What follows belongs to an exercise in optimizing a design on an open flow for small area, a short achievable clock period and few clock cycles; a production flow would make more cautious choices. The RTL was checked by simulation tests, not by an equivalence proof against the original design. Power is estimated from default activity; no workload was simulated.

<file path="design/flow/flow/run.sh">
#!/bin/bash
# Own flow: the standard layout (standard.sh: unchanged synthesis, SDC and
# clock period). Two settings differ from the standard ones:
#  - OpenROAD's timing repair is asked to leave a larger setup margin (in
#    flow/margin.txt) than the standard settings allow, so that it works on the
#    paths that set the achieved period;
#  - every input and output port still gets its own buffer, but a plain
#    sky130_fd_sc_hd__buf_1 instead of the delay buffer buffer_ports picks.
# All tool output goes to standard.log in this folder.
set -o pipefail
MARGIN=$(cat flow/margin.txt)
bash standard.sh SETUP_SLACK_MARGIN=$MARGIN "BUFFER_PORTS_ARGS=-buffer_cell sky130_fd_sc_hd__buf_1" finish > standard.log 2>&1
</file>
<file path="design/flow/config.mk">
export PLATFORM = sky130hd
export DESIGN_NAME = md5
export DESIGN_NICKNAME = md5
export VERILOG_FILES = /design/flow/design.v
export SDC_FILE = /design/flow/constraint.sdc
export NUM_CORES = 4
export LEC_CHECK = 0
export ABC_AREA = 1
export CAP_MARGIN = 40
export CORE_MARGIN = 2
export CORE_UTILIZATION = 40
export PLACE_DENSITY = 0.6
export SLEW_MARGIN = 30
</file>
<file path="design/flow/design.v">
module md5(
    input clk,
    input reset_n,
    input done,
    input [63:0] pwd,
    output [127:0] hash_pwd,
    output en
);
reg [31:0] p, b, c, d;
reg [6:0] cnt;
reg en_r;
wire job = reset_n & done;
wire [6:0] cnt_s = (cnt == 7'd68) ? cnt : cnt + 7'd1;
wire [6:0] cnt_n = job ? cnt_s : 7'd0;
reg ld, hold, run;
reg [4:0] rf_n;    
reg [3:0] rj;      
reg [3:0] rt;      
always @(*) begin
    rf_n = 5'd0;
    if (cnt_s == 7'd1) rf_n = 5'd16;
    if (cnt_s >= 7'd2 && cnt_s <= 7'd16) rf_n = 5'd1;
    if (cnt_s >= 7'd17 && cnt_s <= 7'd32) rf_n = 5'd2;
    if (cnt_s >= 7'd33 && cnt_s <= 7'd48) rf_n = 5'd4;
    if (cnt_s >= 7'd49 && cnt_s <= 7'd64) rf_n = 5'd8;
end
always @(posedge clk) begin
    ld <= !job;
    hold <= (cnt_s == 7'd68);
    run <= (cnt_s >= 7'd1) && (cnt_s <= 7'd64);
    rj <= 4'd0; rt <= 4'd0;
    case (cnt_s)
        7'd1: begin rj <= 4'd1; rt <= 4'd8; end
        7'd2: begin rj <= 4'd2; rt <= 4'd8; end
        7'd3: begin rj <= 4'd4; rt <= 4'd8; end
        7'd4: begin rj <= 4'd8; rt <= 4'd4; end
        7'd5: begin rj <= 4'd1; rt <= 4'd8; end
        7'd6: begin rj <= 4'd2; rt <= 4'd8; end
        7'd7: begin rj <= 4'd4; rt <= 4'd8; end
        7'd8: begin rj <= 4'd8; rt <= 4'd4; end
        7'd9: begin rj <= 4'd1; rt <= 4'd8; end
        7'd10: begin rj <= 4'd2; rt <= 4'd8; end
        7'd11: begin rj <= 4'd4; rt <= 4'd8; end
        7'd12: begin rj <= 4'd8; rt <= 4'd4; end
        7'd13: begin rj <= 4'd1; rt <= 4'd8; end
        7'd14: begin rj <= 4'd2; rt <= 4'd8; end
        7'd15: begin rj <= 4'd4; rt <= 4'd8; end
        7'd16: begin rj <= 4'd8; rt <= 4'd4; end
        7'd17: begin rj <= 4'd1; rt <= 4'd2; end
        7'd18: begin rj <= 4'd2; rt <= 4'd1; end
        7'd19: begin rj <= 4'd4; rt <= 4'd1; end
        7'd20: begin rj <= 4'd8; rt <= 4'd1; end
        7'd21: begin rj <= 4'd1; rt <= 4'd2; end
        7'd22: begin rj <= 4'd2; rt <= 4'd1; end
        7'd23: begin rj <= 4'd4; rt <= 4'd1; end
        7'd24: begin rj <= 4'd8; rt <= 4'd1; end
        7'd25: begin rj <= 4'd1; rt <= 4'd2; end
        7'd26: begin rj <= 4'd2; rt <= 4'd1; end
        7'd27: begin rj <= 4'd4; rt <= 4'd1; end
        7'd28: begin rj <= 4'd8; rt <= 4'd1; end
        7'd29: begin rj <= 4'd1; rt <= 4'd2; end
        7'd30: begin rj <= 4'd2; rt <= 4'd1; end
        7'd31: begin rj <= 4'd4; rt <= 4'd1; end
        7'd32: begin rj <= 4'd8; rt <= 4'd1; end
        7'd33: begin rj <= 4'd1; rt <= 4'd1; end
        7'd34: begin rj <= 4'd2; rt <= 4'd4; end
        7'd35: begin rj <= 4'd4; rt <= 4'd4; end
        7'd36: begin rj <= 4'd8; rt <= 4'd8; end
        7'd37: begin rj <= 4'd1; rt <= 4'd1; end
        7'd38: begin rj <= 4'd2; rt <= 4'd4; end
        7'd39: begin rj <= 4'd4; rt <= 4'd4; end
        7'd40: begin rj <= 4'd8; rt <= 4'd8; end
        7'd41: begin rj <= 4'd1; rt <= 4'd1; end
        7'd42: begin rj <= 4'd2; rt <= 4'd4; end
        7'd43: begin rj <= 4'd4; rt <= 4'd4; end
        7'd44: begin rj <= 4'd8; rt <= 4'd8; end
        7'd45: begin rj <= 4'd1; rt <= 4'd1; end
        7'd46: begin rj <= 4'd2; rt <= 4'd4; end
        7'd47: begin rj <= 4'd4; rt <= 4'd4; end
        7'd48: begin rj <= 4'd8; rt <= 4'd8; end
        7'd49: begin rj <= 4'd1; rt <= 4'd4; end
        7'd50: begin rj <= 4'd2; rt <= 4'd2; end
        7'd51: begin rj <= 4'd4; rt <= 4'd2; end
        7'd52: begin rj <= 4'd8; rt <= 4'd2; end
        7'd53: begin rj <= 4'd1; rt <= 4'd4; end
        7'd54: begin rj <= 4'd2; rt <= 4'd2; end
        7'd55: begin rj <= 4'd4; rt <= 4'd2; end
        7'd56: begin rj <= 4'd8; rt <= 4'd2; end
        7'd57: begin rj <= 4'd1; rt <= 4'd4; end
        7'd58: begin rj <= 4'd2; rt <= 4'd2; end
        7'd59: begin rj <= 4'd4; rt <= 4'd2; end
        7'd60: begin rj <= 4'd8; rt <= 4'd2; end
        7'd61: begin rj <= 4'd1; rt <= 4'd4; end
        7'd62: begin rj <= 4'd2; rt <= 4'd2; end
        7'd63: begin rj <= 4'd4; rt <= 4'd2; end
        7'd64: begin rj <= 4'd8; rt <= 4'd2; end
        7'd65: begin rj <= 4'd1; rt <= 4'd8; end
        7'd66: begin rj <= 4'd2; rt <= 4'd8; end
        7'd67: begin rj <= 4'd4; rt <= 4'd8; end
        default: ;
    endcase
end
wire [31:0] c_d = ld ? 32'h98badcfe : hold ? c : b;
wire [31:0] d_d = ld ? 32'h10325476 : hold ? d : c;
reg [31:0] u, v;
always @(posedge clk) begin
    u <= ({32{rf_n[0]}} & c_d)
       | ({32{rf_n[1]}} & (c_d | d_d))
       | ({32{rf_n[2]}} & ~(c_d ^ d_d))
       | ({32{rf_n[3]}} & ~c_d)
       | ({32{rf_n[4]}} & 32'hd76aa477);
    v <= ({32{rf_n[0]}} & d_d)
       | ({32{rf_n[1]}} & (c_d & ~d_d))
       | ({32{rf_n[2]}} & (c_d ^ d_d))
       | ({32{rf_n[3]}} & ~(c_d ^ d_d))
       | ({32{rf_n[4]}} & 32'hd76aa477);
end
reg [31:0] mr;
always @(posedge clk)
    mr <= ({32{(cnt_s == 7'd19) | (cnt_s == 7'd41) | (cnt_s == 7'd48)}} & pwd[63:32])
        | ({32{(cnt_s == 7'd1) | (cnt_s == 7'd16) | (cnt_s == 7'd36) | (cnt_s == 7'd55)}} & pwd[31:0]);
wire [16:0] hi = 17'd1 << cnt_s[6:2];
wire [3:0] lo = 4'd1 << cnt_s[1:0];
wire [31:0] kt;
reg [31:0] kc;
always @(posedge clk) kc <= kt;
assign kt[0] = (hi[0] & (lo[2])) | (hi[1] & (lo[0] | lo[2] | lo[3])) | (hi[2] & (lo[1] | lo[2])) | (hi[3] & (lo[1] | lo[3])) | (hi[4] & (lo[2])) | (hi[5] & (lo[0] | lo[1] | lo[2])) | (hi[6] & (lo[2] | lo[3])) | (hi[7] & (lo[0] | lo[2])) | (hi[8] & (lo[1])) | (hi[9] & (lo[1])) | (hi[10] & (lo[2] | lo[3])) | (hi[11] & (lo[0] | lo[1] | lo[3])) | (hi[12] & (lo[1] | lo[2] | lo[3])) | (hi[13] & (lo[0] | lo[2] | lo[3])) | (hi[14] & (lo[0] | lo[3])) | (hi[15] & (lo[1] | lo[2] | lo[3])) | (hi[16] & (lo[0] | lo[3]));
assign kt[1] = (hi[0] & (lo[1] | lo[2] | lo[3])) | (hi[1] & (lo[0] | lo[1] | lo[2])) | (hi[2] & (lo[1] | lo[3])) | (hi[3] & (lo[0] | lo[1] | lo[2])) | (hi[4] & (lo[0] | lo[3])) | (hi[5] & (lo[1])) | (hi[6] & (lo[0] | lo[1] | lo[2])) | (hi[7] & (lo[3])) | (hi[8] & (lo[0] | lo[2])) | (hi[10] & (lo[0] | lo[1])) | (hi[12] & (lo[1] | lo[2])) | (hi[13] & (lo[0] | lo[1])) | (hi[14] & (lo[0])) | (hi[15] & (lo[0] | lo[2])) | (hi[16] & (lo[1] | lo[2]));
assign kt[2] = (hi[0] & (lo[1] | lo[3])) | (hi[1] & (lo[0])) | (hi[2] & (lo[1] | lo[3])) | (hi[3] & (lo[2])) | (hi[5] & (lo[0])) | hi[6] | (hi[7] & (lo[0])) | (hi[8] & (lo[3])) | (hi[9] & (lo[0])) | (hi[10] & (lo[0] | lo[2] | lo[3])) | (hi[11] & (lo[1] | lo[3])) | (hi[12] & (lo[0] | lo[1] | lo[2])) | (hi[13] & (lo[2])) | (hi[14] & (lo[0] | lo[2])) | (hi[15] & (lo[1])) | (hi[16] & (lo[1] | lo[2]));
assign kt[3] = (hi[0] & (lo[2] | lo[3])) | (hi[1] & (lo[0] | lo[1])) | (hi[2] & (lo[0] | lo[1] | lo[3])) | (hi[3] & (lo[2])) | (hi[4] & (lo[3])) | (hi[5] & (lo[0] | lo[3])) | (hi[6] & (lo[3])) | (hi[7] & (lo[1] | lo[2] | lo[3])) | (hi[8] & (lo[3])) | (hi[9] & (lo[1])) | (hi[10] & (lo[1])) | (hi[11] & (lo[0] | lo[2])) | (hi[12] & (lo[3])) | (hi[13] & (lo[2])) | (hi[14] & (lo[0])) | (hi[15] & (lo[2])) | (hi[16] & (lo[2] | lo[3]));
assign kt[4] = (hi[0] & (lo[1] | lo[2])) | (hi[1] & (lo[2])) | (hi[2] & (lo[0] | lo[2] | lo[3])) | (hi[3] & (lo[1])) | (hi[4] & (lo[2])) | (hi[5] & (lo[0] | lo[1])) | (hi[6] & (lo[1])) | (hi[7] & (lo[1] | lo[2])) | (hi[9] & (lo[3])) | (hi[10] & (lo[1])) | (hi[11] & (lo[0] | lo[2])) | (hi[12] & (lo[1] | lo[3])) | (hi[13] & (lo[1] | lo[2] | lo[3])) | (hi[14] & (lo[2])) | (hi[15] & (lo[1] | lo[2] | lo[3])) | (hi[16] & (lo[1] | lo[2]));
assign kt[5] = (hi[0] & (lo[3])) | (hi[1] & (lo[0] | lo[1])) | (hi[2] & (lo[1] | lo[2] | lo[3])) | (hi[3] & (lo[0] | lo[3])) | (hi[4] & (lo[0] | lo[3])) | (hi[6] & (lo[0] | lo[3])) | (hi[7] & (lo[1])) | (hi[8] & (lo[2])) | (hi[9] & (lo[1] | lo[2] | lo[3])) | (hi[10] & (lo[1])) | hi[11] | (hi[12] & (lo[2] | lo[3])) | (hi[13] & (lo[2])) | (hi[14] & (lo[1] | lo[3])) | (hi[15] & (lo[1] | lo[2])) | (hi[16] & (lo[1] | lo[2]));
assign kt[6] = (hi[0] & (lo[1] | lo[2] | lo[3])) | (hi[2] & (lo[0])) | (hi[3] & (lo[2])) | (hi[4] & (lo[0] | lo[1] | lo[2])) | (hi[5] & (lo[0] | lo[1] | lo[3])) | (hi[6] & (lo[0] | lo[3])) | (hi[7] & (lo[1] | lo[2])) | (hi[8] & (lo[0] | lo[3])) | (hi[9] & (lo[0] | lo[2] | lo[3])) | (hi[10] & (lo[0] | lo[1])) | (hi[11] & (lo[1] | lo[2] | lo[3])) | (hi[12] & (lo[0] | lo[2])) | (hi[13] & (lo[0] | lo[2] | lo[3])) | (hi[14] & (lo[0] | lo[1])) | (hi[16] & (lo[1] | lo[2]));
assign kt[7] = (hi[0] & (lo[3])) | (hi[1] & (lo[0])) | hi[2] | (hi[3] & (lo[1] | lo[2])) | (hi[4] & (lo[3])) | (hi[5] & (lo[2] | lo[3])) | (hi[6] & (lo[0] | lo[2] | lo[3])) | (hi[7] & (lo[2] | lo[3])) | (hi[8] & (lo[1])) | (hi[9] & (lo[1])) | (hi[10] & (lo[0] | lo[1] | lo[2])) | (hi[11] & (lo[1] | lo[2] | lo[3])) | (hi[12] & (lo[1] | lo[2])) | (hi[13] & (lo[0] | lo[1] | lo[3])) | (hi[14] & (lo[1] | lo[3])) | (hi[15] & (lo[0] | lo[3])) | (hi[16] & (lo[2] | lo[3]));
assign kt[8] = (hi[0] & (lo[1] | lo[2])) | (hi[1] & (lo[0] | lo[3])) | (hi[2] & (lo[1] | lo[2] | lo[3])) | (hi[3] & (lo[0] | lo[1] | lo[2])) | (hi[4] & (lo[0] | lo[1] | lo[3])) | (hi[5] & (lo[3])) | (hi[6] & (lo[0] | lo[2])) | (hi[7] & (lo[0])) | (hi[8] & (lo[0] | lo[2])) | (hi[9] & (lo[1] | lo[2])) | (hi[10] & (lo[1] | lo[3])) | (hi[11] & (lo[1])) | (hi[12] & (lo[1] | lo[2])) | (hi[13] & (lo[0] | lo[3])) | (hi[14] & (lo[2] | lo[3])) | (hi[15] & (lo[2] | lo[3])) | (hi[16] & (lo[0] | lo[3]));
assign kt[9] = (hi[0] & (lo[1] | lo[3])) | (hi[1] & (lo[0] | lo[1] | lo[2])) | (hi[2] & (lo[1] | lo[2] | lo[3])) | (hi[3] & (lo[2])) | (hi[4] & (lo[1] | lo[2] | lo[3])) | (hi[5] & (lo[2] | lo[3])) | (hi[7] & (lo[2])) | (hi[8] & (lo[1])) | (hi[9] & (lo[0] | lo[1] | lo[2])) | (hi[10] & (lo[0] | lo[1])) | (hi[11] & (lo[3])) | (hi[12] & (lo[0] | lo[1] | lo[2])) | (hi[14] & (lo[0] | lo[1] | lo[2])) | hi[15] | (hi[16] & (lo[0] | lo[3]));
assign kt[10] = (hi[0] & (lo[1] | lo[3])) | hi[1] | (hi[2] & (lo[1] | lo[3])) | (hi[4] & (lo[0] | lo[3])) | (hi[5] & (lo[1] | lo[2])) | (hi[6] & (lo[0] | lo[2] | lo[3])) | (hi[7] & (lo[1] | lo[3])) | (hi[8] & (lo[1])) | (hi[9] & (lo[1] | lo[3])) | (hi[10] & (lo[0] | lo[1] | lo[3])) | (hi[11] & (lo[2] | lo[3])) | (hi[12] & (lo[1])) | (hi[13] & (lo[1] | lo[2] | lo[3])) | (hi[14] & (lo[0] | lo[1])) | (hi[15] & (lo[0])) | (hi[16] & (lo[1] | lo[2]));
assign kt[11] = (hi[0] & (lo[3])) | (hi[1] & (lo[0])) | (hi[2] & (lo[0] | lo[2])) | (hi[3] & (lo[3])) | (hi[4] & (lo[2])) | (hi[5] & (lo[3])) | (hi[6] & (lo[0] | lo[1] | lo[2])) | (hi[7] & (lo[0] | lo[3])) | (hi[8] & (lo[0] | lo[3])) | hi[9] | (hi[10] & (lo[0] | lo[3])) | (hi[11] & (lo[1] | lo[2])) | (hi[12] & (lo[1])) | (hi[13] & (lo[0] | lo[1] | lo[3])) | (hi[14] & (lo[0])) | (hi[15] & (lo[0])) | (hi[16] & (lo[2] | lo[3]));
assign kt[12] = (hi[0] & (lo[1] | lo[2])) | (hi[1] & (lo[3])) | hi[2] | (hi[3] & (lo[0] | lo[1])) | (hi[4] & (lo[1] | lo[2])) | (hi[5] & (lo[0] | lo[1] | lo[3])) | (hi[6] & (lo[3])) | (hi[8] & (lo[0] | lo[1] | lo[3])) | (hi[9] & (lo[3])) | (hi[10] & (lo[0] | lo[2] | lo[3])) | hi[11] | (hi[12] & (lo[1])) | (hi[13] & (lo[0] | lo[2] | lo[3])) | (hi[14] & (lo[0] | lo[3])) | hi[15] | (hi[16] & (lo[1] | lo[2]));
assign kt[13] = (hi[0] & (lo[1] | lo[2])) | (hi[2] & (lo[1])) | (hi[3] & (lo[1])) | (hi[4] & (lo[0] | lo[1])) | (hi[5] & (lo[2] | lo[3])) | (hi[7] & (lo[0] | lo[1])) | hi[8] | (hi[9] & (lo[0] | lo[3])) | (hi[10] & (lo[0] | lo[1] | lo[2])) | (hi[11] & (lo[2])) | hi[12] | (hi[13] & (lo[2])) | (hi[14] & (lo[0] | lo[1])) | (hi[15] & (lo[0] | lo[1])) | (hi[16] & (lo[0] | lo[3]));
assign kt[14] = (hi[0] & (lo[2] | lo[3])) | (hi[1] & (lo[1] | lo[2])) | (hi[2] & (lo[1] | lo[2] | lo[3])) | (hi[3] & (lo[1] | lo[2])) | (hi[4] & (lo[2] | lo[3])) | (hi[5] & (lo[2] | lo[3])) | (hi[6] & (lo[0])) | (hi[7] & (lo[0] | lo[3])) | (hi[8] & (lo[1] | lo[2])) | (hi[9] & (lo[0] | lo[1] | lo[2])) | (hi[10] & (lo[0])) | (hi[11] & (lo[0] | lo[2] | lo[3])) | (hi[12] & (lo[1])) | hi[13] | (hi[14] & (lo[0] | lo[1] | lo[2])) | hi[15] | (hi[16] & (lo[1] | lo[2]));
assign kt[15] = (hi[0] & (lo[1] | lo[3])) | (hi[1] & (lo[1] | lo[3])) | (hi[2] & (lo[0] | lo[1] | lo[3])) | (hi[4] & (lo[1] | lo[3])) | (hi[5] & (lo[2] | lo[3])) | (hi[6] & (lo[0])) | (hi[7] & (lo[0] | lo[1])) | (hi[8] & (lo[1])) | (hi[9] & (lo[0] | lo[1] | lo[3])) | (hi[11] & (lo[0] | lo[1])) | (hi[12] & (lo[1] | lo[3])) | (hi[13] & (lo[1] | lo[2])) | (hi[14] & (lo[1])) | (hi[15] & (lo[1] | lo[2] | lo[3])) | (hi[16] & (lo[2] | lo[3]));
assign kt[16] = (hi[0] & (lo[1] | lo[3])) | (hi[1] & (lo[1])) | (hi[2] & (lo[2])) | (hi[3] & (lo[2])) | (hi[5] & (lo[0] | lo[2] | lo[3])) | (hi[6] & (lo[0] | lo[1] | lo[2])) | (hi[7] & (lo[0] | lo[1] | lo[2])) | (hi[8] & (lo[1] | lo[2] | lo[3])) | (hi[9] & (lo[2] | lo[3])) | (hi[10] & (lo[0] | lo[1] | lo[2])) | (hi[11] & (lo[1])) | (hi[12] & (lo[0] | lo[3])) | (hi[13] & (lo[0] | lo[2])) | (hi[14] & (lo[2])) | (hi[15] & (lo[0] | lo[2])) | (hi[16] & (lo[0] | lo[3]));
assign kt[17] = (hi[0] & (lo[1])) | (hi[1] & (lo[1] | lo[3])) | (hi[2] & (lo[2])) | (hi[4] & (lo[0] | lo[2] | lo[3])) | (hi[5] & (lo[0] | lo[3])) | (hi[6] & (lo[1] | lo[3])) | hi[7] | (hi[8] & (lo[0])) | hi[9] | (hi[10] & (lo[0] | lo[2])) | (hi[11] & (lo[1] | lo[2])) | (hi[12] & (lo[1] | lo[3])) | (hi[13] & (lo[0] | lo[2])) | hi[15] | (hi[16] & (lo[1] | lo[2]));
assign kt[18] = (hi[0] & (lo[1] | lo[3])) | (hi[1] & (lo[0] | lo[1] | lo[3])) | (hi[2] & (lo[1] | lo[2] | lo[3])) | (hi[3] & (lo[3])) | (hi[4] & (lo[0] | lo[2] | lo[3])) | (hi[5] & (lo[0] | lo[1])) | (hi[6] & (lo[1] | lo[2])) | (hi[7] & (lo[1] | lo[2])) | (hi[8] & (lo[2] | lo[3])) | (hi[9] & (lo[0] | lo[1] | lo[3])) | (hi[10] & (lo[2])) | (hi[11] & (lo[0] | lo[3])) | (hi[12] & (lo[2])) | (hi[13] & (lo[1] | lo[2] | lo[3])) | (hi[14] & (lo[1])) | (hi[15] & (lo[2] | lo[3])) | (hi[16] & (lo[0] | lo[3]));
assign kt[19] = (hi[0] & (lo[3])) | (hi[1] & (lo[0])) | (hi[2] & (lo[2] | lo[3])) | (hi[3] & (lo[1] | lo[2])) | (hi[4] & (lo[0] | lo[2])) | (hi[5] & (lo[0])) | (hi[6] & (lo[3])) | (hi[7] & (lo[1] | lo[2] | lo[3])) | (hi[8] & (lo[0] | lo[2])) | hi[9] | (hi[10] & (lo[0] | lo[2] | lo[3])) | (hi[11] & (lo[1] | lo[3])) | (hi[12] & (lo[0] | lo[1])) | (hi[13] & (lo[0] | lo[1] | lo[2])) | (hi[14] & (lo[0] | lo[1] | lo[3])) | (hi[15] & (lo[1])) | (hi[16] & (lo[2] | lo[3]));
assign kt[20] = (hi[0] & (lo[3])) | (hi[1] & (lo[0] | lo[2])) | (hi[2] & (lo[2] | lo[3])) | hi[3] | (hi[4] & (lo[0] | lo[2] | lo[3])) | (hi[5] & (lo[3])) | (hi[6] & (lo[1] | lo[2] | lo[3])) | (hi[8] & (lo[0] | lo[1] | lo[2])) | hi[9] | (hi[10] & (lo[0])) | (hi[11] & (lo[0] | lo[1])) | (hi[12] & (lo[2] | lo[3])) | (hi[13] & (lo[0])) | (hi[15] & (lo[0] | lo[1] | lo[2])) | (hi[16] & (lo[1] | lo[2]));
assign kt[21] = (hi[0] & (lo[2] | lo[3])) | (hi[1] & (lo[0] | lo[2])) | (hi[2] & (lo[2])) | (hi[3] & (lo[2] | lo[3])) | (hi[4] & (lo[3])) | (hi[5] & (lo[0] | lo[2])) | (hi[6] & (lo[0] | lo[1])) | hi[7] | (hi[8] & (lo[0] | lo[1] | lo[3])) | (hi[9] & (lo[0] | lo[2] | lo[3])) | (hi[10] & (lo[1] | lo[2])) | (hi[11] & (lo[2] | lo[3])) | (hi[12] & (lo[0] | lo[1])) | (hi[13] & (lo[2])) | (hi[14] & (lo[0] | lo[1])) | (hi[15] & (lo[1])) | (hi[16] & (lo[1] | lo[2]));
assign kt[22] = (hi[0] & (lo[1])) | (hi[1] & (lo[0] | lo[3])) | (hi[2] & (lo[1] | lo[2] | lo[3])) | (hi[3] & (lo[2])) | (hi[4] & (lo[1] | lo[2])) | (hi[5] & (lo[1] | lo[3])) | (hi[6] & (lo[0] | lo[2] | lo[3])) | (hi[7] & (lo[0] | lo[1] | lo[2])) | (hi[8] & (lo[0] | lo[1] | lo[3])) | (hi[9] & (lo[1])) | (hi[10] & (lo[2])) | (hi[11] & (lo[0] | lo[1])) | (hi[13] & (lo[0] | lo[2])) | (hi[15] & (lo[0] | lo[2])) | (hi[16] & (lo[0] | lo[3]));
assign kt[23] = (hi[0] & (lo[1] | lo[3])) | (hi[1] & (lo[1])) | (hi[2] & (lo[0] | lo[2])) | (hi[3] & (lo[0] | lo[1] | lo[3])) | (hi[4] & (lo[3])) | (hi[5] & (lo[2] | lo[3])) | (hi[6] & (lo[0] | lo[2])) | (hi[7] & (lo[0] | lo[1])) | (hi[8] & (lo[0] | lo[2] | lo[3])) | hi[9] | hi[10] | hi[11] | (hi[12] & (lo[2] | lo[3])) | (hi[13] & (lo[2] | lo[3])) | (hi[14] & (lo[0])) | (hi[15] & (lo[2] | lo[3])) | (hi[16] & (lo[2] | lo[3]));
assign kt[24] = (hi[0] & (lo[3])) | (hi[1] & (lo[0] | lo[1] | lo[3])) | hi[2] | (hi[3] & (lo[0] | lo[1] | lo[3])) | (hi[4] & (lo[3])) | (hi[5] & (lo[3])) | (hi[6] & (lo[0] | lo[1] | lo[3])) | (hi[7] & (lo[0] | lo[2] | lo[3])) | hi[8] | (hi[9] & (lo[1])) | (hi[11] & (lo[0] | lo[2])) | (hi[12] & (lo[1] | lo[2])) | hi[13] | (hi[14] & (lo[0] | lo[2])) | (hi[15] & (lo[0] | lo[1] | lo[3])) | (hi[16] & (lo[0] | lo[3]));
assign kt[25] = (hi[1] & (lo[1])) | (hi[2] & (lo[1] | lo[2])) | (hi[3] & (lo[0] | lo[2])) | (hi[4] & (lo[0] | lo[2])) | (hi[5] & (lo[0] | lo[1] | lo[3])) | (hi[6] & (lo[1])) | (hi[7] & (lo[2])) | (hi[8] & (lo[0] | lo[1])) | (hi[9] & (lo[1] | lo[2] | lo[3])) | (hi[10] & (lo[1])) | (hi[11] & (lo[1] | lo[2])) | (hi[12] & (lo[1] | lo[2])) | (hi[13] & (lo[1] | lo[2])) | hi[14] | (hi[15] & (lo[0] | lo[2] | lo[3])) | (hi[16] & (lo[0] | lo[3]));
assign kt[26] = (hi[0] & (lo[2])) | (hi[1] & (lo[0] | lo[1] | lo[3])) | (hi[2] & (lo[2])) | (hi[3] & (lo[1] | lo[2])) | (hi[4] & (lo[0] | lo[2])) | (hi[5] & (lo[0] | lo[3])) | (hi[6] & (lo[2] | lo[3])) | (hi[7] & (lo[1] | lo[2] | lo[3])) | hi[8] | (hi[9] & (lo[0] | lo[2] | lo[3])) | (hi[10] & (lo[2] | lo[3])) | (hi[11] & (lo[1] | lo[2] | lo[3])) | (hi[12] & (lo[0] | lo[3])) | hi[13] | (hi[14] & (lo[0] | lo[1] | lo[3])) | (hi[15] & (lo[0] | lo[1])) | (hi[16] & (lo[0] | lo[3]));
assign kt[27] = (hi[0] & (lo[1])) | (hi[1] & (lo[2] | lo[3])) | hi[2] | (hi[3] & (lo[0] | lo[1] | lo[3])) | (hi[4] & (lo[3])) | (hi[5] & (lo[2])) | (hi[7] & (lo[0] | lo[1] | lo[3])) | (hi[8] & (lo[0] | lo[2] | lo[3])) | (hi[9] & (lo[1] | lo[3])) | (hi[10] & (lo[0] | lo[1])) | (hi[11] & (lo[0] | lo[2])) | (hi[12] & (lo[2] | lo[3])) | (hi[13] & (lo[1] | lo[2])) | (hi[14] & (lo[0] | lo[1] | lo[3])) | (hi[15] & (lo[1] | lo[2] | lo[3])) | (hi[16] & (lo[2] | lo[3]));
assign kt[28] = (hi[1] & (lo[0] | lo[3])) | (hi[2] & (lo[2])) | (hi[3] & (lo[1])) | (hi[4] & (lo[0])) | (hi[5] & (lo[0] | lo[2])) | (hi[6] & (lo[2])) | (hi[7] & (lo[1])) | (hi[8] & (lo[0] | lo[3])) | (hi[9] & (lo[2] | lo[3])) | (hi[10] & (lo[2])) | (hi[11] & (lo[0] | lo[2])) | (hi[12] & (lo[0] | lo[3])) | (hi[13] & (lo[2])) | (hi[14] & (lo[1])) | (hi[15] & (lo[0] | lo[1])) | (hi[16] & (lo[1] | lo[2]));
assign kt[29] = (hi[0] & (lo[1] | lo[2])) | (hi[1] & (lo[0] | lo[2] | lo[3])) | (hi[2] & (lo[0] | lo[2])) | (hi[3] & (lo[0] | lo[1] | lo[2])) | (hi[4] & (lo[0] | lo[2] | lo[3])) | (hi[5] & (lo[3])) | (hi[6] & (lo[0] | lo[2])) | (hi[7] & (lo[0] | lo[1] | lo[2])) | (hi[8] & (lo[0] | lo[2] | lo[3])) | (hi[9] & (lo[0] | lo[2] | lo[3])) | (hi[10] & (lo[0] | lo[1])) | (hi[11] & (lo[1])) | (hi[12] & (lo[0] | lo[2] | lo[3])) | (hi[13] & (lo[0] | lo[2])) | (hi[14] & (lo[0] | lo[1] | lo[2])) | hi[15] | (hi[16] & (lo[0] | lo[3]));
assign kt[30] = (hi[0] & (lo[1] | lo[3])) | (hi[1] & (lo[0] | lo[1] | lo[3])) | (hi[2] & (lo[0] | lo[2])) | (hi[3] & (lo[0] | lo[1] | lo[3])) | (hi[4] & (lo[0] | lo[1] | lo[3])) | (hi[5] & (lo[0] | lo[2] | lo[3])) | (hi[6] & (lo[1] | lo[2] | lo[3])) | (hi[7] & (lo[1] | lo[2])) | (hi[8] & (lo[0] | lo[2] | lo[3])) | (hi[9] & (lo[1] | lo[2])) | (hi[10] & (lo[1] | lo[2])) | (hi[11] & (lo[0] | lo[1] | lo[3])) | (hi[12] & (lo[0] | lo[1] | lo[3])) | (hi[13] & (lo[0] | lo[2])) | (hi[14] & (lo[0] | lo[1] | lo[3])) | (hi[15] & (lo[0] | lo[3])) | (hi[16] & (lo[0] | lo[3]));
assign kt[31] = (hi[0] & (lo[1] | lo[3])) | (hi[1] & (lo[0] | lo[2] | lo[3])) | (hi[2] & (lo[1] | lo[2] | lo[3])) | (hi[3] & (lo[1] | lo[2])) | (hi[4] & (lo[0] | lo[1] | lo[3])) | (hi[5] & (lo[0] | lo[2] | lo[3])) | (hi[6] & (lo[1] | lo[2])) | (hi[7] & (lo[0] | lo[1] | lo[3])) | (hi[8] & (lo[0] | lo[1] | lo[3])) | (hi[9] & (lo[0] | lo[2] | lo[3])) | (hi[10] & (lo[1] | lo[2])) | (hi[11] & (lo[0] | lo[1] | lo[3])) | (hi[12] & (lo[0] | lo[2] | lo[3])) | (hi[13] & (lo[1] | lo[2] | lo[3])) | (hi[14] & (lo[1] | lo[2])) | (hi[15] & (lo[0] | lo[1] | lo[3])) | (hi[16] & (lo[2] | lo[3]));
wire [31:0] p_next;
md5_addp u_addp (.x(d), .y(kc), .z(mr), .s(p_next));
wire [31:0] f = (b & u) | (~b & v);
wire [31:0] w;
md5_addw u_addw (.x(p), .y(f), .s(w));
wire [31:0] wt = ({32{rt[0]}} & w)
               | ({32{rt[1]}} & {w[30:0], w[31]})
               | ({32{rt[2]}} & {w[29:0], w[31:30]})
               | ({32{rt[3]}} & {w[28:0], w[31:29]});
wire [31:0] r = ({32{rj[0]}} & {wt[27:0], wt[31:28]})
              | ({32{rj[1]}} & {wt[22:0], wt[31:23]})
              | ({32{rj[2]}} & {wt[17:0], wt[31:18]})
              | ({32{rj[3]}} & {wt[11:0], wt[31:12]});
wire [31:0] b_next;
md5_addb u_addb (.x({32{run}} & b), .y(r), .s(b_next));
always @(posedge clk) begin
    cnt <= cnt_n;
    en_r <= job && (cnt == 7'd67 || cnt == 7'd68);
end
always @(posedge clk) begin
    if (ld) begin
        p <= pwd[63:32];
        b <= 32'hefcdab89;
        c <= c_d;
        d <= d_d;
    end else if (!hold) begin
        p <= p_next;
        b <= b_next;
        c <= c_d;
        d <= d_d;
    end
end
function [31:0] bswap(input [31:0] v);
    bswap = {v[7:0], v[15:8], v[23:16], v[31:24]};
endfunction
assign en = en_r;
assign hash_pwd = {bswap({d[6:0], d[31:7]}), bswap(p),
                   bswap({b[16:0], b[31:17]}), bswap({c[11:0], c[31:12]})};
endmodule
module md5_addp(input [31:0] x, input [31:0] y, input [31:0] z, output [31:0] s);
assign s = x + y + z;
endmodule
module md5_addw(input [31:0] x, input [31:0] y, output [31:0] s);
assign s = x + y;
endmodule
module md5_addb(input [31:0] x, input [31:0] y, output [31:0] s);
assign s = x + y;
endmodule
</file>
<file path="design/flow/constraint.sdc">
create_clock -name core_clock -period 16.0 [get_ports {clk}]
set_input_delay 3.2000 -clock core_clock [delete_from_list [all_inputs] [get_ports {clk}]]
set_output_delay 3.2000 -clock core_clock [all_outputs]
set_load 0.01 [all_outputs]
</file>
<file path="design/flow/flow/margin.txt">
11
</file>
<file path="design/flow/standard.sh">
#!/bin/bash
# synth_recipe.tcl (not shown) runs the flow's synth.tcl, then flattens the netlist and writes it again
# the make line also repeats each setting of config.mk as NAME=value (left out here)
make -C /OpenROAD-flow-scripts/flow DESIGN_CONFIG=/design/flow/config.mk WORK_HOME=/design/flow/orfs CLKGATE_MAP_FILE= SYNTH_SCRIPT=/design/flow/synth_recipe.tcl "${@:-finish}"
</file>
==> out/results.ini, run 1 <==
[power]
vdd_drop_max_uv = 107
clock_power_share_pct = 19.3
p_seq_share_pct = 23.7
p_per_area_mw_per_mm2 = 159
total_power_mw = 4.18
p_leak_nw = 11.9
sw_frac_of_total_pct = 48.4
power_frac_comb_pct = 57.0
p_int_mw = 2.16
p_sw_mw = 2.03

[clock_tree]
clk_pin_slew_ns = 0.07
numClockSinks = 275
cts_root_buffer = clkbuf_16
worstSkewPairLatency_ns = 0.58
clock_path_buffers = 3
tritoncts = yes
ctsHoldBuffers = 0
cts-buffers-inserted = 36
h-tree-depth = 2

[cells_and_area]
layout_common_cells = nand2_1, inv_1, nor2_1
multiInputGateArea_mm2 = 0.0145
nets = 3665
drive_gt1_share_pct = 12.4
post-route-util_pct = 47.6
final_cell_area_mm2 = 0.0263
fill_cells = 5708
layout_commonest_cell = nand2_1
final_cells = 4182
area_growth_pct = 17.4
register_area_mm2 = 0.00653

[floorplan]
ios = 196
start_util_pct = 40.6
die_w_um = 241
coreArea_mm2 = 0.0552
core.rowCount = 86
die_y_um = 241
dieArea_mm2 = 0.0579

[timing]
timing.fmax_mhz = 208
final_hold_viol_count = 0
maxSlewHeadroom_pct = 40.3
rsz0062_at_grt = yes
setup_ws_ns = 11.18
worst_pin_slew_ns = 0.887
finalCriticalPeriod_ns = 4.82
drv_slew = 0
setup-tns-final_ns = 0
hold_slack_ns = 0.529
final-setup-viol-count = 0
finalCritPeriodShare_pct = 30.1
finClkSkew_ns = 0.0356

[setup_path]
critPathLaunchType = flip-flop
critPathCaptureType = flip-flop
crit_fanout = 5
worstSetupPathType = reg -> reg
r2r_slack_ns = 11.18
worstPathArrival_ns = 5.23
crit_required_ns = 16.42

[synth]
synthFlopType = dfxtp_1
synth_compound_area_share_pct = 19.7
syn_avg_cell_area_um2 = 6.97
synth_area_mm2 = 0.0224
synth_simple_gate_area_share_pct = 27.3
synth-edff-count = 96
synth_nets = 3473
synth_cell_types = 67
netlist_instances = 3211
synthAdderAreaFrac_pct = 12.0
yosys_warnings = 1
yosys_register_bits = 275
synth-xor-area-share_pct = 1.21
synth_top_family_by_area = simple AND/OR/NAND/NOR gates
seq_area_frac_synth_pct = 28.9
async_flop_share_pct = 0
synth_mux_area_share_pct = 0.296

[global_route]
grt_max_degree = 71
grt_pass1_wl_um = 153000
grt_pass1_vias = 22601
overflow = 0
grtUsageTotal_pct = 36.3
antenna_found_initial = 3

[route]
wl_um = 107000
drc = 0
drtIter0Drc = 2953
antenna_left = 0
via_count = 24237
post_drt_wl_per_cell_um = 25.6
viasPerCell = 5.80
dr.pass1.iters = 6

[flow_run]
cap_viol_max_count = 0

[status]
status = timing/DRC/antenna clean

[placement]
portBuffers = 195
dp_cells = 4085
dp_hpwl_um = 83300
placed_area_mm2 = 0.0240
post-place-ws_ns = 10.13
place.gp.congestion = 1.09

[hold_path]
hold_class = reg -> reg

==> Yosys cell counts (4+ instances only) <==
master / number / share of area (%)
dfxtp_1: 179 / 16
o21bai_1: 6 / 0.20
inv_2: 24 / 0.40
a221oi_1: 9 / 0.35
nand3b_1: 10 / 0.34
o21ai_0: 168 / 3.8
buf_4: 7 / 0.23
a21oi_1: 181 / 4.0
a21boi_0: 7 / 0.23
inv_1: 465 / 7.8
xnor2_1: 12 / 0.47
nor2_4: 11 / 0.55
nand3_1: 164 / 3.7
fa_1: 34 / 3.0
o21a_1: 18 / 0.60
o2111ai_1: 27 / 1.1
clkbuf_1: 69 / 1.2
a211oi_1: 8 / 0.27
o21ai_1: 36 / 0.80
o221ai_1: 20 / 0.78
nor2_2: 10 / 0.28
nand4_1: 63 / 1.8
nor2_1: 217 / 3.6
o211ai_1: 29 / 0.97
buf_2: 16 / 0.36
ha_1: 161 / 9.0
clkinv_1: 11 / 0.18
buf_1: 11 / 0.18
nor3_1: 44 / 0.98
mux2_2: 5 / 0.25
buf_6: 4 / 0.20
and2_1: 11 / 0.31
nand2_2: 8 / 0.22
o22ai_1: 100 / 2.8
a2111oi_0: 13 / 0.51
a31oi_1: 17 / 0.48
edfxtp_1: 96 / 13
o211ai_2: 25 / 1.4
a22oi_1: 16 / 0.54
nor4_1: 35 / 0.98
or2_2: 29 / 0.81
xor2_1: 17 / 0.67
a21o_1: 13 / 0.44
nand2_1: 775 / 13
==> routing by layer <==
metal  vias up  part of all wire, %  global-route usage (%)
li1      11268                    -                       -
met1     11306                   40                    45.5
met2      1317                   44                    57.6
met3       346                  8.4                    6.33
met4         0                  8.1                    23.3
met5         -                    0                       0
==> power by group through the flow <==
stage / combinational [mW] / clock [mW] / sequential (mW)
6_report: 2.39 / 0.808 / 0.991
5_1_grt: 2.60 / 0.841 / 1.00
4_1_cts: 2.17 / 0.816 / 0.978
3_5_place_dp: 2.04 / 0 / 0.985
3_3_place_gp: 2.05 / 0 / 0.984
2_1_floorplan: 1.37 / 0 / 0.942
==> flip-flops by register name (all words and copies together) (netlist names) <==
name / cells
en_r: 1
v: 32
d: 32
b: 32
p: 32
cnt: 7
rt: 4
ld: 1
c: 32
kc: 32
run: 1
mr: 32
hold: 1
rj: 4
u: 32
==> area by class of cell <==
type	count	share of cell area [%]
Inverter	501	7.20
Antenna cell	4	0.0381
Tap cell	748	3.56
Timing Repair Buffer	261	5.05
Sequential cell	275	24.8
Clock buffer	48	3.67
Multi-Input combinational cell	2328	55.0
Clock inverter	17	0.671
==> timing repair <==
item                                   in CTS  in global routing
setup endpoints to repair                  24                 37
pin swaps                                   9                 34
setup buffers                              10                 17
endpoints found under the hold margin       0                  0
gates resized for setup                    86                146
==> critical path, stage by stage, from the launching register on <==
cell and delay, ns:
dfxtp_2 0.34, inv_1 0.08, nand2_1 0.07, nand2_1 0.08, ha_4 0.20, fa_2 0.37, nand2_1 0.08, nand2_2 0.09
nand3_1 0.12, nand2_2 0.11, or2_2 0.30, nand2_1 0.12, inv_1 0.07, nand2_1 0.06, nand4_1 0.25, a22oi_1 0.31
nand3_1 0.28, ha_4 0.32, a21oi_1 0.12, inv_1 0.06, a31oi_1 0.23, o21ai_1 0.13, nand2_1 0.09, nand3_2 0.10
a31o_2 0.23, or2_2 0.27, nand3_1 0.07, o211ai_1 0.08
==> cells by family (layout without fill, tap and decap cells) <==
group	count (synthesis)	after routing
compound gates	704	704
xor+xnor	30	30
fa+ha+maj	195	195
buf+inv	608	827
flops	275	275
mux	6	6
other cells	0	4
simple gates	1393	1393
==> final timing paths <==
check | startpoint | to | depth (start not counted)
max | b[0] | b[26] | 27
min | b[16] | b[16] | 2
max reg2reg | b[0] | b[26] | 27
min reg2reg | b[16] | b[16] | 2
Testbench counts, summed over its fixed seeds: cycles 26,872.
==> run 2, diff against run 1 <==
--- a/design/flow/design.v
+++ b/design/flow/design.v
@@ -14,3 +14,3 @@
 wire [6:0] cnt_n = job ? cnt_s : 7'd0;
-reg ld, hold, run;
+reg ld, hold, zb;
 reg [4:0] rf_n;    
@@ -29,5 +29,5 @@
     hold <= (cnt_s == 7'd68);
-    run <= (cnt_s >= 7'd1) && (cnt_s <= 7'd64);
+    zb <= (cnt_s >= 7'd65) && (cnt_s <= 7'd67);
     rj <= 4'd0; rt <= 4'd0;
-    case (cnt_s)
+    if (job) case (cnt_s)
         7'd1: begin rj <= 4'd1; rt <= 4'd8; end
@@ -172,3 +172,4 @@
 wire [31:0] b_next;
-md5_addb u_addb (.x({32{run}} & b), .y(r), .s(b_next));
+wire [31:0] b_in = ld ? 32'hefcdab89 : zb ? 32'd0 : b;
+md5_addb u_addb (.x(b_in), .y(r), .s(b_next));
 always @(posedge clk) begin
@@ -180,3 +181,2 @@
         p <= pwd[63:32];
-        b <= 32'hefcdab89;
         c <= c_d;
@@ -185,3 +185,2 @@
         p <= p_next;
-        b <= b_next;
         c <= c_d;
@@ -190,2 +189,3 @@
 end
+always @(posedge clk) b <= b_next;
 function [31:0] bswap(input [31:0] v);
@@ -204,3 +204,294 @@
 module md5_addb(input [31:0] x, input [31:0] y, output [31:0] s);
-assign s = x + y;
+wire [31:0] p0 = x ^ y;
+wire [31:0] g0 = x & y;
+wire g0_1 = g0[1] | (p0[1] & g0[0]);
+wire p0_1 = p0[1] & p0[0];
+wire g0_2 = g0[2] | (p0[2] & g0[1]);
+wire p0_2 = p0[2] & p0[1];
+wire g0_3 = g0[3] | (p0[3] & g0[2]);
+wire p0_3 = p0[3] & p0[2];
+wire g0_4 = g0[4] | (p0[4] & g0[3]);
+wire p0_4 = p0[4] & p0[3];
+wire g0_5 = g0[5] | (p0[5] & g0[4]);
+wire p0_5 = p0[5] & p0[4];
+wire g0_6 = g0[6] | (p0[6] & g0[5]);
+wire p0_6 = p0[6] & p0[5];
+wire g0_7 = g0[7] | (p0[7] & g0[6]);
+wire p0_7 = p0[7] & p0[6];
+wire g0_8 = g0[8] | (p0[8] & g0[7]);
+wire p0_8 = p0[8] & p0[7];
+wire g0_9 = g0[9] | (p0[9] & g0[8]);
+wire p0_9 = p0[9] & p0[8];
+wire g0_10 = g0[10] | (p0[10] & g0[9]);
+wire p0_10 = p0[10] & p0[9];
+wire g0_11 = g0[11] | (p0[11] & g0[10]);
+wire p0_11 = p0[11] & p0[10];
+wire g0_12 = g0[12] | (p0[12] & g0[11]);
+wire p0_12 = p0[12] & p0[11];
+wire g0_13 = g0[13] | (p0[13] & g0[12]);
+wire p0_13 = p0[13] & p0[12];
+wire g0_14 = g0[14] | (p0[14] & g0[13]);
+wire p0_14 = p0[14] & p0[13];
+wire g0_15 = g0[15] | (p0[15] & g0[14]);
+wire p0_15 = p0[15] & p0[14];
+wire g0_16 = g0[16] | (p0[16] & g0[15]);
+wire p0_16 = p0[16] & p0[15];
+wire g0_17 = g0[17] | (p0[17] & g0[16]);
+wire p0_17 = p0[17] & p0[16];
+wire g0_18 = g0[18] | (p0[18] & g0[17]);
+wire p0_18 = p0[18] & p0[17];
+wire g0_19 = g0[19] | (p0[19] & g0[18]);
+wire p0_19 = p0[19] & p0[18];
+wire g0_20 = g0[20] | (p0[20] & g0[19]);
+wire p0_20 = p0[20] & p0[19];
+wire g0_21 = g0[21] | (p0[21] & g0[20]);
+wire p0_21 = p0[21] & p0[20];
+wire g0_22 = g0[22] | (p0[22] & g0[21]);
+wire p0_22 = p0[22] & p0[21];
+wire g0_23 = g0[23] | (p0[23] & g0[22]);
+wire p0_23 = p0[23] & p0[22];
+wire g0_24 = g0[24] | (p0[24] & g0[23]);
+wire p0_24 = p0[24] & p0[23];
+wire g0_25 = g0[25] | (p0[25] & g0[24]);
+wire p0_25 = p0[25] & p0[24];
+wire g0_26 = g0[26] | (p0[26] & g0[25]);
+wire p0_26 = p0[26] & p0[25];
+wire g0_27 = g0[27] | (p0[27] & g0[26]);
+wire p0_27 = p0[27] & p0[26];
+wire g0_28 = g0[28] | (p0[28] & g0[27]);
+wire p0_28 = p0[28] & p0[27];
+wire g0_29 = g0[29] | (p0[29] & g0[28]);
+wire p0_29 = p0[29] & p0[28];
+wire g0_30 = g0[30] | (p0[30] & g0[29]);
+wire p0_30 = p0[30] & p0[29];
+wire g0_31 = g0[31] | (p0[31] & g0[30]);
+wire p0_31 = p0[31] & p0[30];
+wire g1_2 = g0_2 | (p0_2 & g0[0]);
+wire p1_2 = p0_2 & p0[0];
+wire g1_3 = g0_3 | (p0_3 & g0_1);
+wire p1_3 = p0_3 & p0_1;
+wire g1_4 = g0_4 | (p0_4 & g0_2);
+wire p1_4 = p0_4 & p0_2;
+wire g1_5 = g0_5 | (p0_5 & g0_3);
+wire p1_5 = p0_5 & p0_3;
+wire g1_6 = g0_6 | (p0_6 & g0_4);
+wire p1_6 = p0_6 & p0_4;
+wire g1_7 = g0_7 | (p0_7 & g0_5);
+wire p1_7 = p0_7 & p0_5;
+wire g1_8 = g0_8 | (p0_8 & g0_6);
+wire p1_8 = p0_8 & p0_6;
+wire g1_9 = g0_9 | (p0_9 & g0_7);
+wire p1_9 = p0_9 & p0_7;
+wire g1_10 = g0_10 | (p0_10 & g0_8);
+wire p1_10 = p0_10 & p0_8;
+wire g1_11 = g0_11 | (p0_11 & g0_9);
+wire p1_11 = p0_11 & p0_9;
+wire g1_12 = g0_12 | (p0_12 & g0_10);
+wire p1_12 = p0_12 & p0_10;
+wire g1_13 = g0_13 | (p0_13 & g0_11);
+wire p1_13 = p0_13 & p0_11;
+wire g1_14 = g0_14 | (p0_14 & g0_12);
+wire p1_14 = p0_14 & p0_12;
+wire g1_15 = g0_15 | (p0_15 & g0_13);
+wire p1_15 = p0_15 & p0_13;
+wire g1_16 = g0_16 | (p0_16 & g0_14);
+wire p1_16 = p0_16 & p0_14;
+wire g1_17 = g0_17 | (p0_17 & g0_15);
+wire p1_17 = p0_17 & p0_15;
+wire g1_18 = g0_18 | (p0_18 & g0_16);
+wire p1_18 = p0_18 & p0_16;
+wire g1_19 = g0_19 | (p0_19 & g0_17);
+wire p1_19 = p0_19 & p0_17;
+wire g1_20 = g0_20 | (p0_20 & g0_18);
+wire p1_20 = p0_20 & p0_18;
+wire g1_21 = g0_21 | (p0_21 & g0_19);
+wire p1_21 = p0_21 & p0_19;
+wire g1_22 = g0_22 | (p0_22 & g0_20);
+wire p1_22 = p0_22 & p0_20;
+wire g1_23 = g0_23 | (p0_23 & g0_21);
+wire p1_23 = p0_23 & p0_21;
+wire g1_24 = g0_24 | (p0_24 & g0_22);
+wire p1_24 = p0_24 & p0_22;
+wire g1_25 = g0_25 | (p0_25 & g0_23);
+wire p1_25 = p0_25 & p0_23;
+wire g1_26 = g0_26 | (p0_26 & g0_24);
+wire p1_26 = p0_26 & p0_24;
+wire g1_27 = g0_27 | (p0_27 & g0_25);
+wire p1_27 = p0_27 & p0_25;
+wire g1_28 = g0_28 | (p0_28 & g0_26);
+wire p1_28 = p0_28 & p0_26;
+wire g1_29 = g0_29 | (p0_29 & g0_27);
+wire p1_29 = p0_29 & p0_27;
+wire g1_30 = g0_30 | (p0_30 & g0_28);
+wire p1_30 = p0_30 & p0_28;
+wire g1_31 = g0_31 | (p0_31 & g0_29);
+wire p1_31 = p0_31 & p0_29;
+wire g2_4 = g1_4 | (p1_4 & g0[0]);
+wire p2_4 = p1_4 & p0[0];
+wire g2_5 = g1_5 | (p1_5 & g0_1);
+wire p2_5 = p1_5 & p0_1;
+wire g2_6 = g1_6 | (p1_6 & g1_2);
+wire p2_6 = p1_6 & p1_2;
+wire g2_7 = g1_7 | (p1_7 & g1_3);
+wire p2_7 = p1_7 & p1_3;
+wire g2_8 = g1_8 | (p1_8 & g1_4);
+wire p2_8 = p1_8 & p1_4;
+wire g2_9 = g1_9 | (p1_9 & g1_5);
+wire p2_9 = p1_9 & p1_5;
+wire g2_10 = g1_10 | (p1_10 & g1_6);
+wire p2_10 = p1_10 & p1_6;
+wire g2_11 = g1_11 | (p1_11 & g1_7);
+wire p2_11 = p1_11 & p1_7;
+wire g2_12 = g1_12 | (p1_12 & g1_8);
+wire p2_12 = p1_12 & p1_8;
+wire g2_13 = g1_13 | (p1_13 & g1_9);
+wire p2_13 = p1_13 & p1_9;
+wire g2_14 = g1_14 | (p1_14 & g1_10);
+wire p2_14 = p1_14 & p1_10;
+wire g2_15 = g1_15 | (p1_15 & g1_11);
+wire p2_15 = p1_15 & p1_11;
+wire g2_16 = g1_16 | (p1_16 & g1_12);
+wire p2_16 = p1_16 & p1_12;
+wire g2_17 = g1_17 | (p1_17 & g1_13);
+wire p2_17 = p1_17 & p1_13;
+wire g2_18 = g1_18 | (p1_18 & g1_14);
+wire p2_18 = p1_18 & p1_14;
+wire g2_19 = g1_19 | (p1_19 & g1_15);
+wire p2_19 = p1_19 & p1_15;
+wire g2_20 = g1_20 | (p1_20 & g1_16);
+wire p2_20 = p1_20 & p1_16;
+wire g2_21 = g1_21 | (p1_21 & g1_17);
+wire p2_21 = p1_21 & p1_17;
+wire g2_22 = g1_22 | (p1_22 & g1_18);
+wire p2_22 = p1_22 & p1_18;
+wire g2_23 = g1_23 | (p1_23 & g1_19);
+wire p2_23 = p1_23 & p1_19;
+wire g2_24 = g1_24 | (p1_24 & g1_20);
+wire p2_24 = p1_24 & p1_20;
+wire g2_25 = g1_25 | (p1_25 & g1_21);
+wire p2_25 = p1_25 & p1_21;
+wire g2_26 = g1_26 | (p1_26 & g1_22);
+wire p2_26 = p1_26 & p1_22;
+wire g2_27 = g1_27 | (p1_27 & g1_23);
+wire p2_27 = p1_27 & p1_23;
+wire g2_28 = g1_28 | (p1_28 & g1_24);
+wire p2_28 = p1_28 & p1_24;
+wire g2_29 = g1_29 | (p1_29 & g1_25);
+wire p2_29 = p1_29 & p1_25;
+wire g2_30 = g1_30 | (p1_30 & g1_26);
+wire p2_30 = p1_30 & p1_26;
+wire g2_31 = g1_31 | (p1_31 & g1_27);
+wire p2_31 = p1_31 & p1_27;
+wire g3_8 = g2_8 | (p2_8 & g0[0]);
+wire p3_8 = p2_8 & p0[0];
+wire g3_9 = g2_9 | (p2_9 & g0_1);
+wire p3_9 = p2_9 & p0_1;
+wire g3_10 = g2_10 | (p2_10 & g1_2);
+wire p3_10 = p2_10 & p1_2;
+wire g3_11 = g2_11 | (p2_11 & g1_3);
+wire p3_11 = p2_11 & p1_3;
+wire g3_12 = g2_12 | (p2_12 & g2_4);
+wire p3_12 = p2_12 & p2_4;
+wire g3_13 = g2_13 | (p2_13 & g2_5);
+wire p3_13 = p2_13 & p2_5;
+wire g3_14 = g2_14 | (p2_14 & g2_6);
+wire p3_14 = p2_14 & p2_6;
+wire g3_15 = g2_15 | (p2_15 & g2_7);
+wire p3_15 = p2_15 & p2_7;
+wire g3_16 = g2_16 | (p2_16 & g2_8);
+wire p3_16 = p2_16 & p2_8;
+wire g3_17 = g2_17 | (p2_17 & g2_9);
+wire p3_17 = p2_17 & p2_9;
+wire g3_18 = g2_18 | (p2_18 & g2_10);
+wire p3_18 = p2_18 & p2_10;
+wire g3_19 = g2_19 | (p2_19 & g2_11);
+wire p3_19 = p2_19 & p2_11;
+wire g3_20 = g2_20 | (p2_20 & g2_12);
+wire p3_20 = p2_20 & p2_12;
+wire g3_21 = g2_21 | (p2_21 & g2_13);
+wire p3_21 = p2_21 & p2_13;
+wire g3_22 = g2_22 | (p2_22 & g2_14);
+wire p3_22 = p2_22 & p2_14;
+wire g3_23 = g2_23 | (p2_23 & g2_15);
+wire p3_23 = p2_23 & p2_15;
+wire g3_24 = g2_24 | (p2_24 & g2_16);
+wire p3_24 = p2_24 & p2_16;
+wire g3_25 = g2_25 | (p2_25 & g2_17);
+wire p3_25 = p2_25 & p2_17;
+wire g3_26 = g2_26 | (p2_26 & g2_18);
+wire p3_26 = p2_26 & p2_18;
+wire g3_27 = g2_27 | (p2_27 & g2_19);
+wire p3_27 = p2_27 & p2_19;
+wire g3_28 = g2_28 | (p2_28 & g2_20);
+wire p3_28 = p2_28 & p2_20;
+wire g3_29 = g2_29 | (p2_29 & g2_21);
+wire p3_29 = p2_29 & p2_21;
+wire g3_30 = g2_30 | (p2_30 & g2_22);
+wire p3_30 = p2_30 & p2_22;
+wire g3_31 = g2_31 | (p2_31 & g2_23);
+wire p3_31 = p2_31 & p2_23;
+wire g4_16 = g3_16 | (p3_16 & g0[0]);
+wire p4_16 = p3_16 & p0[0];
+wire g4_17 = g3_17 | (p3_17 & g0_1);
+wire p4_17 = p3_17 & p0_1;
+wire g4_18 = g3_18 | (p3_18 & g1_2);
+wire p4_18 = p3_18 & p1_2;
+wire g4_19 = g3_19 | (p3_19 & g1_3);
+wire p4_19 = p3_19 & p1_3;
+wire g4_20 = g3_20 | (p3_20 & g2_4);
+wire p4_20 = p3_20 & p2_4;
+wire g4_21 = g3_21 | (p3_21 & g2_5);
+wire p4_21 = p3_21 & p2_5;
+wire g4_22 = g3_22 | (p3_22 & g2_6);
+wire p4_22 = p3_22 & p2_6;
+wire g4_23 = g3_23 | (p3_23 & g2_7);
+wire p4_23 = p3_23 & p2_7;
+wire g4_24 = g3_24 | (p3_24 & g3_8);
+wire p4_24 = p3_24 & p3_8;
+wire g4_25 = g3_25 | (p3_25 & g3_9);
+wire p4_25 = p3_25 & p3_9;
+wire g4_26 = g3_26 | (p3_26 & g3_10);
+wire p4_26 = p3_26 & p3_10;
+wire g4_27 = g3_27 | (p3_27 & g3_11);
+wire p4_27 = p3_27 & p3_11;
+wire g4_28 = g3_28 | (p3_28 & g3_12);
+wire p4_28 = p3_28 & p3_12;
+wire g4_29 = g3_29 | (p3_29 & g3_13);
+wire p4_29 = p3_29 & p3_13;
+wire g4_30 = g3_30 | (p3_30 & g3_14);
+wire p4_30 = p3_30 & p3_14;
+wire g4_31 = g3_31 | (p3_31 & g3_15);
+wire p4_31 = p3_31 & p3_15;
+assign s[0] = p0[0];
+assign s[1] = p0[1] ^ g0[0];
+assign s[2] = p0[2] ^ g0_1;
+assign s[3] = p0[3] ^ g1_2;
+assign s[4] = p0[4] ^ g1_3;
+assign s[5] = p0[5] ^ g2_4;
+assign s[6] = p0[6] ^ g2_5;
+assign s[7] = p0[7] ^ g2_6;
+assign s[8] = p0[8] ^ g2_7;
+assign s[9] = p0[9] ^ g3_8;
+assign s[10] = p0[10] ^ g3_9;
+assign s[11] = p0[11] ^ g3_10;
+assign s[12] = p0[12] ^ g3_11;
+assign s[13] = p0[13] ^ g3_12;
+assign s[14] = p0[14] ^ g3_13;
+assign s[15] = p0[15] ^ g3_14;
+assign s[16] = p0[16] ^ g3_15;
+assign s[17] = p0[17] ^ g4_16;
+assign s[18] = p0[18] ^ g4_17;
+assign s[19] = p0[19] ^ g4_18;
+assign s[20] = p0[20] ^ g4_19;
+assign s[21] = p0[21] ^ g4_20;
+assign s[22] = p0[22] ^ g4_21;
+assign s[23] = p0[23] ^ g4_22;
+assign s[24] = p0[24] ^ g4_23;
+assign s[25] = p0[25] ^ g4_24;
+assign s[26] = p0[26] ^ g4_25;
+assign s[27] = p0[27] ^ g4_26;
+assign s[28] = p0[28] ^ g4_27;
+assign s[29] = p0[29] ^ g4_28;
+assign s[30] = p0[30] ^ g4_29;
+assign s[31] = p0[31] ^ g4_30;
 endmodule
==> out/results.ini, run 2 <==
[status]
status = timing/DRC/antenna clean

[power]
total_power_mw = 2.79  ; -33%
vdd_drop_max_uv = 61.4  ; -42%
p_per_area_mw_per_mm2 = 110  ; -31%
p_leak_nw = 11.9  ; -0.22%

[synth]
synth_area_mm2 = 0.0220  ; -1.6%
synth_top_area_cell = dfxtp_1
synthFlopType = dfxtp_1
netlist_instances = 3244  ; +1.0%
seq_area_frac_synth_pct = 29.4  ; +0.46 points
async_flop_share_pct = 0  ; unchanged
syn_avg_cell_area_um2 = 6.79  ; -2.6%
yosysMostFrequentCell = nand2_1
synth_area_leaders = dfxtp_1, nand2_1, edfxtp_1, ha_1, inv_1
yosys_register_bits = 275  ; unchanged
synth_nets = 3506  ; +0.95%
synth_top_area_share_pct = 16.3  ; +0.26 points
yosys_warnings = 1  ; unchanged
ys_top_cells_by_count = nand2_1, inv_1, nor2_1, o21ai_0, nand3_1
synth_cell_types = 59  ; -12%
synth-edff-count = 96  ; unchanged

[timing]
finalCriticalPeriod_ns = 4.77  ; -0.0425 ns
maxSlewHeadroom_pct = 35.0  ; -5.2 points
final-setup-viol-count = 0  ; unchanged
hold_slack_ns = 0.593  ; +0.0635 ns
rsz0062_at_grt = no
worst_pin_slew_ns = 0.971  ; +0.0842 ns
final_hold_viol_count = 0  ; unchanged
drv_slew = 0  ; unchanged
timing.fmax_mhz = 209  ; +0.89%
finClkSkew_ns = 0.0366  ; +0.000943 ns
finalCritPeriodShare_pct = 29.8  ; -0.27 points
setup-tns-final_ns = 0  ; unchanged

[setup_path]
crit_required_ns = 16.50  ; +0.08 ns
worstSetupPathType = reg -> reg
critPathLaunchType = flip-flop
path_cells = inv_1 -> nand2_1 -> nand2_1 -> ha_4 -> nand2_1 -> nor2_1 -> nand2_1 -> nand3_1 -> xor2_2 -> o22ai_1 -> a21oi_1 -> o21ai_0 -> a22oi_1 -> nand3_1 -> ha_1 -> nand2_1 -> nor4_4 -> nand4_1 -> nand3_1 -> a21o_1 -> nand2_1 -> a31oi_1 -> xor2_1
critPathSlowestCell = dfxtp_2
critPathCaptureType = flip-flop
crit_top_cell = nand2_1
worstPathArrival_ns = 5.27  ; +0.04 ns
crit_fanout = 4  ; -1
max_stage_delay_ns = 0.41  ; +0.04 ns

[floorplan]
core.rowCount = 86  ; unchanged
die_w_um = 239  ; -0.78%
start_util_pct = 40.2  ; -0.33 points
ios = 196  ; unchanged
die_y_um = 239  ; -0.78%
coreArea_mm2 = 0.0548  ; -0.78%
dieArea_mm2 = 0.0570  ; -1.6%

[cells_and_area]
final_cell_area_mm2 = 0.0253  ; -3.8%
nets = 3666  ; +0.027%
final_cells = 4136  ; -1.1%
layout_common_cells = nand2_1, inv_1, nor2_1
area_growth_pct = 14.8
drive_gt1_share_pct = 7.41  ; -5.0 points
layout_commonest_cell = nand2_1

[route]
viasPerCell = 5.88  ; +1.4%
antenna_left = 0  ; unchanged
post_drt_wl_per_cell_um = 25.6  ; about the same
drc = 0  ; unchanged
wl_um = 106000  ; -1.0%
drtIter0Drc = 3443  ; +17%
via_count = 24299  ; +0.26%
dr.pass1.iters = 9  ; +3

[clock_tree]
worstSkewPairLatency_ns = 0.58  ; about the same
clk_pin_slew_ns = 0.06  ; about the same
h-tree-depth = 2  ; unchanged
tritoncts = yes
cts-buffers-inserted = 35  ; -2.8%
ctsHoldBuffers = 0  ; unchanged
numClockSinks = 275  ; unchanged
cts_root_buffer = clkbuf_16
clock_path_buffers = 3  ; unchanged

[global_route]
grt_pass1_wl_um = 151000  ; -0.95%
grt_max_degree = 72  ; +1.4%
antenna_found_initial = 10  ; +7
overflow = 0  ; unchanged
grtUsageTotal_pct = 36.3  ; about the same
grt_pass1_vias = 22223  ; -1.7%

[placement]
dp_cells = 4061  ; -0.59%
placed_area_mm2 = 0.0235  ; -2.1%
dp_hpwl_um = 82100  ; -1.5%
portBuffers = 195  ; unchanged
place.gp.congestion = 1.10  ; +1.3%

[hold_path]
hold_class = reg -> reg

[flow_run]
cap_viol_max_count = 0  ; unchanged

run 2: power by group:
group	internal, mW	total, mW	switching [mW]
Sequential	0.805	0.890	0.0848
Combinational	0.335	1.06	0.721
Clock	0.489	0.840	0.352
Total	1.63	2.79	1.16
run 2: logic make-up after synthesis:
| group | share of synthesized area [%] |
|---|---|
| xor+xnor | 2.02 |
| compound gates | 15.0 |
| flops | 29.4 |
| simple gates | 32.0 |
| fa+ha+maj | 12.2 |
| buf+inv | 9.43 |
run 2: worst paths after layout:
check / start / to / slack [ns] / cells past startpoint
hold reg to reg: cnt[2] / en_r / 0.59 / 2
hold / removal: cnt[2] / en_r / 0.59 / 2
setup / recovery: b[4] / b[30] / 11.23 / 23
setup reg to reg: b[4] / b[30] / 11.23 / 23
run 2: routing by layer:
metal | GRT usage, % | vias to the layer above | wire length [um]
li1 | - | 11203 | -
met1 | 47.0 | 11314 | 42300
met2 | 55.1 | 1430 | 45000
met3 | 8.48 | 346 | 10800
met4 | 21.2 | 6 | 7800
met5 | 0 | - | 44
run 2: worst max-delay path: cells and delay by family (launching register included):
family	cells	cell delay [ns]
buffers and inverters	1	0.12
AO/OA/AOI/OAI	6	1.19
adder cells (fa/ha/maj)	2	0.72
AND/OR/NAND/NOR	12	1.80
XOR/XNOR	2	0.44
flip-flops	1	0.41
run 2: through the flow:
step | util [%] | setup slack [ns]
finish | 46.2 | 11.23
global route | 46.2 | 10.92
CTS | 45.1 | 10.95
detailed placement | 42.9 | 10.65
global placement | 42.7 | 10.69
floorplan | - | 11.84
run 2: layout make-up:
class,count,area (um2)
antenna,2,5.00
clock buffer,46,978
clock inverter,17,219
fill,5715,29500
inverter,428,1610
multi-input combinational,2429,14000
sequential,275,6490
tap,704,881
timing repair buffer,235,1070
run 2: timing repair:
| action | in CTS | in global routing |
|---|---|---|
| pin swaps | 0 | 14 |
| resized for setup | 14 | 104 |
| setup endpoints to repair | 13 | 22 |
| buffers inserted | 0 | 9 |
| hold endpoints to repair | 0 | 0 |
Testbench counts of run 2, summed over its fixed seeds: cycles 26,872.

[afterwards: timing with drivers on the ports]
Ports are ideal in the flow. The routed layouts listed here were re-timed in OpenROAD.
Step 1 assumes that a clkbuf_16 drives the clock port and a buf_2 every other input.
Step 2 also shifts input and output timing later by t, the mid clock arrival at the registers, as if the neighbouring blocks saw the same clock.
Three values: ideal ports, drivers, drivers and shift; two values: the first two.
run	t, ns	setup WS [ns]	worst slew at a driven data input, ns
run 1	0.613	11.183 / 11.183 / 11.183	0.09
run 2	0.627	11.225 / 11.225 / 11.225	0.10
After both steps every run listed still meets setup and hold.
